This is an optimization exercise on Yosys and OpenROAD, whose aim is small area and a short achievable clock period, not a production implementation.
Only simulation tests tie the RTL to the original design; equivalence was not proved.
Power figures rest on the tool's default switching activity, not on a simulated workload. No driver is modelled on the clock port, so clocking that relies on it looks cheaper here than on a real chip.

==> flow/design.v (outline; a module is shown in full before it is edited, if it fits) <==
// module sg_nand2: 1 lines
// module sg_nand3: 1 lines
// module sg_nor2: 1 lines
// module sg_nor2b: 1 lines
// module sg_inv: 1 lines
// module sg_xor2: 1 lines
// module sg_xnor2: 1 lines
// module sg_aoi21: 1 lines
// module sg_oai21: 1 lines
// module add_out: 976 lines
// module add_q: 836 lines
// module Scrambler: 72 lines
module Scrambler(
  input         clock,
  input         reset,
  input  [63:0] io_in,
  output [63:0] io_out
);
  // ...
==> flow/flow/run.sh <==
#!/bin/bash
# Layout flow: the standard flow (standard.sh, the ORFS make targets), run
# in two steps.  Synthesis is the standard one, unchanged.  The rest of the
# layout differs from the standard flow in two settings only:
#  - the port buffers that buffer_ports inserts are plain buffers (buf_2)
#    rather than the delay cell it would pick on its own, and
#  - the resizer may swap a cell for one of another footprint
#    (MATCH_CELL_FOOTPRINT=0; sky130hd's platform config sets it to 1).
# Each step's full output goes to its own log file in the work folder.
set -euo pipefail
bash standard.sh synth > run_synth.log 2>&1
bash standard.sh "BUFFER_PORTS_ARGS=-buffer_cell sky130_fd_sc_hd__buf_2" \
  MATCH_CELL_FOOTPRINT=0 finish > run_layout.log 2>&1
==> flow/standard.sh <==
#!/bin/bash
# synth_recipe.tcl (not shown) runs the flow's synth.tcl, then flattens the netlist and writes it again
# the make line also repeats each setting of config.mk as NAME=value (left out here)
make -C /OpenROAD-flow-scripts/flow DESIGN_CONFIG=/design/flow/config.mk WORK_HOME=/design/flow/orfs CLKGATE_MAP_FILE= SYNTH_SCRIPT=/design/flow/synth_recipe.tcl "${@:-finish}"
==> flow/config.mk <==
export PLATFORM = sky130hd
export DESIGN_NAME = Scrambler
export DESIGN_NICKNAME = Scrambler
export VERILOG_FILES = /design/flow/design.v
export SDC_FILE = /design/flow/constraint.sdc
export NUM_CORES = 4
export LEC_CHECK = 0
export CAP_MARGIN = 20
export CORE_MARGIN = 2
export CORE_UTILIZATION = 65
export CTS_CLUSTER_DIAMETER = 80
export CTS_CLUSTER_SIZE = 32
export SETUP_SLACK_MARGIN = 2.5
export SLEW_MARGIN = 20
export SYNTH_HIERARCHICAL = 1
export SYNTH_MINIMUM_KEEP_SIZE = 0
export TNS_END_PERCENT = 5
==> flow/constraint.sdc <==
create_clock -name core_clock -period 6.0 [get_ports {clock}]
set_input_delay 1.2000 -clock core_clock [delete_from_list [all_inputs] [get_ports {clock}]]
set_output_delay 1.2000 -clock core_clock [all_outputs]
set_load 0.01 [all_outputs]
==> impl_metrics.csv, run 1 <==
group,metric,value,unit
layout,antenna_cells,2,
synth,synth-seq-cells,1479,
power_and_ir_drop,power,15.2,mW
layout,seq_share,74.6,%
setup_path,crit_end,"io_out[24]",
setup_path,required,4.80,ns
power_and_ir_drop,ir_drop,0.000331,V
synth,syn_nets,2652,
route,num_vias,16500,
power_and_ir_drop,clockPowerShare,27.7,%
power_and_ir_drop,combPwrFrac,1.8,%
global_route,grt_max_degree,48,
timing,fin_crit,4.51,ns
layout,layout-drive-gt1-share,13.1,%
placed_design,port_buffers,129,
setup_path,worstReg2RegStart,"p1[0]$_DFF_P_",
layout,clock_area_share,3.47,%
layout,final_common_cell,"dfxtp_1",
timing,fmax,0.222,GHz
route,via_per_inst,4.65,
global_route,gr-usage-all-layers,17.3,%
layout,seq_cells,1479,
timing,setup_viol,0,
synth,yosysTopAreaCellShare,82.0,%
synth,synth-simple-area-share,6.33,%
clocking,cts_buffer_depth,3,
setup_path,startpoint,"io_in[6]",
clocking,cts_resized,29,
route,drc,0,
outcome,status,"no timing/DRC/antenna violations",
timing,tightest_slew,0.894,ns
==> inputs of run 2 (changes only) <==
==> flow/flow/run.sh (replaced) <==
#!/bin/bash
# Layout flow: the standard flow (standard.sh, the ORFS make targets), run
# in two steps.
#  - Synthesis is the standard one, with ABC told that each gate drives a
#    1 fF load (ABC_LOAD_IN_FF=1; sky130hd's default is 5).  The design's
#    adders are written as one-gate modules that synthesis maps one at a
#    time, and with the default load ABC maps each to a larger drive
#    strength (a21oi_2 for an and-or-invert gate) than most of them need;
#    the resizer later upsizes the gates that timing needs.  The registers
#    are the same as the standard synthesis's.
#  - The port buffers that buffer_ports inserts are plain buffers (buf_2)
#    rather than the delay cell it would pick on its own.
#  - The resizer may swap a cell for one of another footprint
#    (MATCH_CELL_FOOTPRINT=0; sky130hd's platform config sets it to 1).
# Each step's full output goes to its own log file in the work folder.
set -euo pipefail
bash standard.sh ABC_LOAD_IN_FF=1 synth > run_synth.log 2>&1
bash standard.sh "BUFFER_PORTS_ARGS=-buffer_cell sky130_fd_sc_hd__buf_2" \
  MATCH_CELL_FOOTPRINT=0 finish > run_layout.log 2>&1
==> run 2 against run 1 <==
  * Critical path type unchanged
  * Cell area shrank 1.1%
  * Still clean on timing, DRC and antenna
  * Critical endpoint is now io_out[47]
  * Register-to-register slack lost 0.18 ns
  * Worst setup slack lost 0.0047 ns
==> impl_metrics.csv, run 2 <==
group,metric,value,unit
outcome,status,"no timing/DRC/antenna violations",
floorplanning,rows,86,
setup_path,crit_slowest_cell,"xor2_1",
layout,layout.cells.non_filler,3479,
synth,yosysTopAreaCellShare,82.6,%
layout,layout_common_cells,"dfxtp_1, xor2_1, nor2_1",
clocking,cts_tree,"done",
setup_path,required,4.80,ns
route,routed_wl,49.2,mm
layout,nFillCells,3771,
setup_path,worstReg2RegStart,"p1[0]$_DFF_P_",
timing,finalCritPeriodShare,75.3,%
clocking,clkLatencyLatePin,0.63,ns
setup_path,cp-start-kind,"input port",
synth,syn_inst,2584,
power_and_ir_drop,ir_drop,0.000326,V
floorplanning,die_height,239,um
placed_design,hpwlAfterDp,31.4,mm
placed_design,port_buffers,129,
synth,synthFlopType,"dfxtp_1",
route,via_per_inst,4.69,
setup_path,crit_family,"compound AO/OA/AOI/OAI gates",
synth,synth_seq_area_share,82.6,%
global_route,grt_pass1_vias,15600,
timing,fin_skew,0.0212,ns
setup_path,path_buf_inv,4,
layout,area_growth,9.35,%
timing,tightest_slew,0.737,ns
power_and_ir_drop,power.leakage,16.7,nW
global_route,antenna_found_initial,6,
clocking,hold_buffers,0,
layout,layout-drive-gt1-share,10.3,%
floorplanning,ios,130,
hold_path,hold_start,"p2[5]$_DFF_P_",
layout,final_common_cell,"dfxtp_1",
hold_path,hold_end,"p3[5]$_DFF_P_",
route,drtAntennaViolNets,0,
setup_path,path_cells,"buf_4, nor2_4, o21ai_4, a21oi_4, o21ai_4, a21oi_4, o21ai_4, buf_12, buf_12, a21oi_4, o21ai_1, xor2_1, buf_2",
setup_path,reg2regPathDepth,13,
synth,yosysTopAreaCell,"dfxtp_1",
timing,fin_crit,4.52,ns
synth,async_reset_ff_share,0,%
synth,synth.area.top_cells,"dfxtp_1, xor2_1, o21ai_1",
global_route,grt_max_degree,48,
timing,setup_viol,0,
global_route,gr-usage-all-layers,17.3,%
floorplanning,core_area,54900,um^2
job,cap_viol_max_count,0,
clocking,cts_max_level,2,
clocking,cts_sinks,1479,
placed_design,place_congestion,0.795,
global_route,grt_pass1_wl,78.0,mm
hold_path,hp-class,"flop to flop",
synth,syn_nets,2652,
setup_path,slowest_delay,0.29,ns
timing,relSlewSlack,50.9,%
setup_path,cp.arrival,3.32,ns
clocking,cts_buffer_depth,3,
synth,synth-seq-cells,1479,
synth,synth_warnings,7,
hold_path,min_path_cells,0,
route,drc,0,
floorplanning,die_w,239,um
layout,fin_util,71.5,%
synth,synth.most_common_cell,"dfxtp_1",
synth,syn-cell-area,35900,um^2
timing,hold_violations,0,
route,route.detailed.wl_per_inst,14.2,um
timing,fmax,0.221,GHz
floorplanning,start_util,65.4,%
placed_design,dp.cells,3405,
clocking,cts.clk_slew.worst_paths,0.10,ns
synth,synth_edf_count,0,
setup_path,crit_path_end_kind,"primary output",
route,drt_pre_antenna_iters,5,
power_and_ir_drop,powerDensity,389,nW/um^2
synth,ys_types,20,
timing,setup_tns,0,ns
floorplanning,dieArea,57100,um^2
setup_path,critPathKind,"input port to primary output",
clocking,cts-root-buf,"clkbuf_16",
synth,synth_commonest_cells,"dfxtp_1, xor2_1, nor2_1",
route,drt-initial-drc-count,841,
synth,syn_area_per_cell,13.9,um^2
setup_path,r2r_slack,1.90,ns
timing,timing.final.max_slew_violations,0,
clocking,numCtsBuffers,52,
timing,rsz0062_at_grt,"yes",
setup_path,r2r_end,"q1[63]$_DFF_P_",
global_route,overflow,0,
timing,whs,0.323,ns
route,num_vias,16300,
layout,fin_nets,2839,
setup_path,cp_max_fo,8,
[run 2: worst max-delay path by stage]
stage / start / to / slack (ns) / depth (start not counted)
global placement: io_in[0] / io_out[39] / 0.92 / 13
detailed placement: io_in[0] / io_out[39] / 0.88 / 13
floorplan: io_in[0] / io_out[63] / 2.04 / 11
finish: io_in[1] / io_out[47] / 1.48 / 13
global route: io_in[1] / io_out[19] / 1.34 / 12
CTS: io_in[0] / io_out[39] / 1.41 / 15
[run 2: logic make-up (layout without fill, tap and decap cells)]
group	Yosys count	count (layout)	synth area share, %
xor gates and xnor gates	258	258	6.30
other	0	2	0
and+or+nand+nor	516	516	6.40
DFF	1479	1479	82.6
adders and majority gates	2	2	0.0698
buffers and inverters	75	264	1.11
AOI/OAI and AO/OA	254	254	3.57
[run 2: layer usage]
| layer | track usage, % | vias to the layer above | wire length, um |
|---|---|---|---|
| met2 | 26.3 | 217 | 20900 |
| met5 | 0 | - | 42 |
| li1 | - | 8392 | - |
| met1 | 25.3 | 7622 | 25200 |
| met4 | 5.49 | 8 | 1120 |
| met3 | 3.16 | 83 | 1970 |
[run 2: report_power, final]
group,switching (mW),internal [mW]
Sequential,0.186,10.5
Clock,2.60,1.66
Combinational,0.156,0.101
Total,2.94,12.3
[run 2: modules after synthesis (local to each module, per instance), a selection]
module | cells | copies in the design
Scrambler | 1644 | 1
sg_xor2 | 1 | 217
add_out | 1 | 1
add_q | 1 | 1
sg_oai21 | 1 | 170
sg_aoi21 | 1 | 81
sg_nand2 | 1 | 172
[run 2: area by class of cell]
cell class	instances	area [um^2]	share of cell area, %
sequential	1479	29600	75.5
tap	704	881	2.25
clock buffer	54	1340	3.42
clock inverter	2	50.0	0.128
antenna	2	5.00	0.0128
timing repair buffer	149	842	2.15
inverter	59	240	0.613
multi-input combinational	1030	6250	15.9
[run 2: timing repair]
| item | CTS | global route |
|---|---|---|
| endpoints found under the setup margin | 79 | 89 |
| resized for setup | 26 | 54 |
| pin swaps | 10 | 16 |
| setup buffers | 5 | 11 |
| cloned | 0 | 0 |
[run 2: through the flow]
stage	power, mW	cell area, um^2	setup WS [ns]
3_3_place_gp	11.2	37400	0.922
5_1_grt	15.8	39200	1.34
3_5_place_dp	11.2	37400	0.878
6_report	15.2	39200	1.48
4_1_cts	15.4	38900	1.41
2_1_floorplan	11.0	36000	2.04

-- port drivers added, routing unchanged --
The flow's constraints put no driver on any port. The routed layouts listed below were extracted and timed again, unchanged, in two steps. Step 1, drivers: a clkbuf_16 drives clock and a buf_2 each remaining input, both assumed. Step 2 adds t to the input delays and takes it off the output delays; t is the mean of the earliest and latest rising clock arrival at the registers after step 1. Input paths then give back, and output paths get back, about the clock's delay inside the block. a / b / c = ideal ports / drivers / drivers and shift; a / b = the first two.
| run | shift t [ns] | slack for setup (ns) | hold slack, ns | pins driven straight from the clock port |
|---|---|---|---|---|
| run 1 | 0.685 | 1.486 / 1.466 / 1.466 | 0.315 / 0.315 / 0.315 | 1 |
| run 2 | 0.673 | 1.481 / 1.457 / 1.457 | 0.323 / 0.323 / 0.323 | 1 |
After both steps setup and hold are still met in every run listed. For run 2, which loses most, drivers alone change the setup slack by -0.024 ns; drivers and shift together by -0.024 ns.
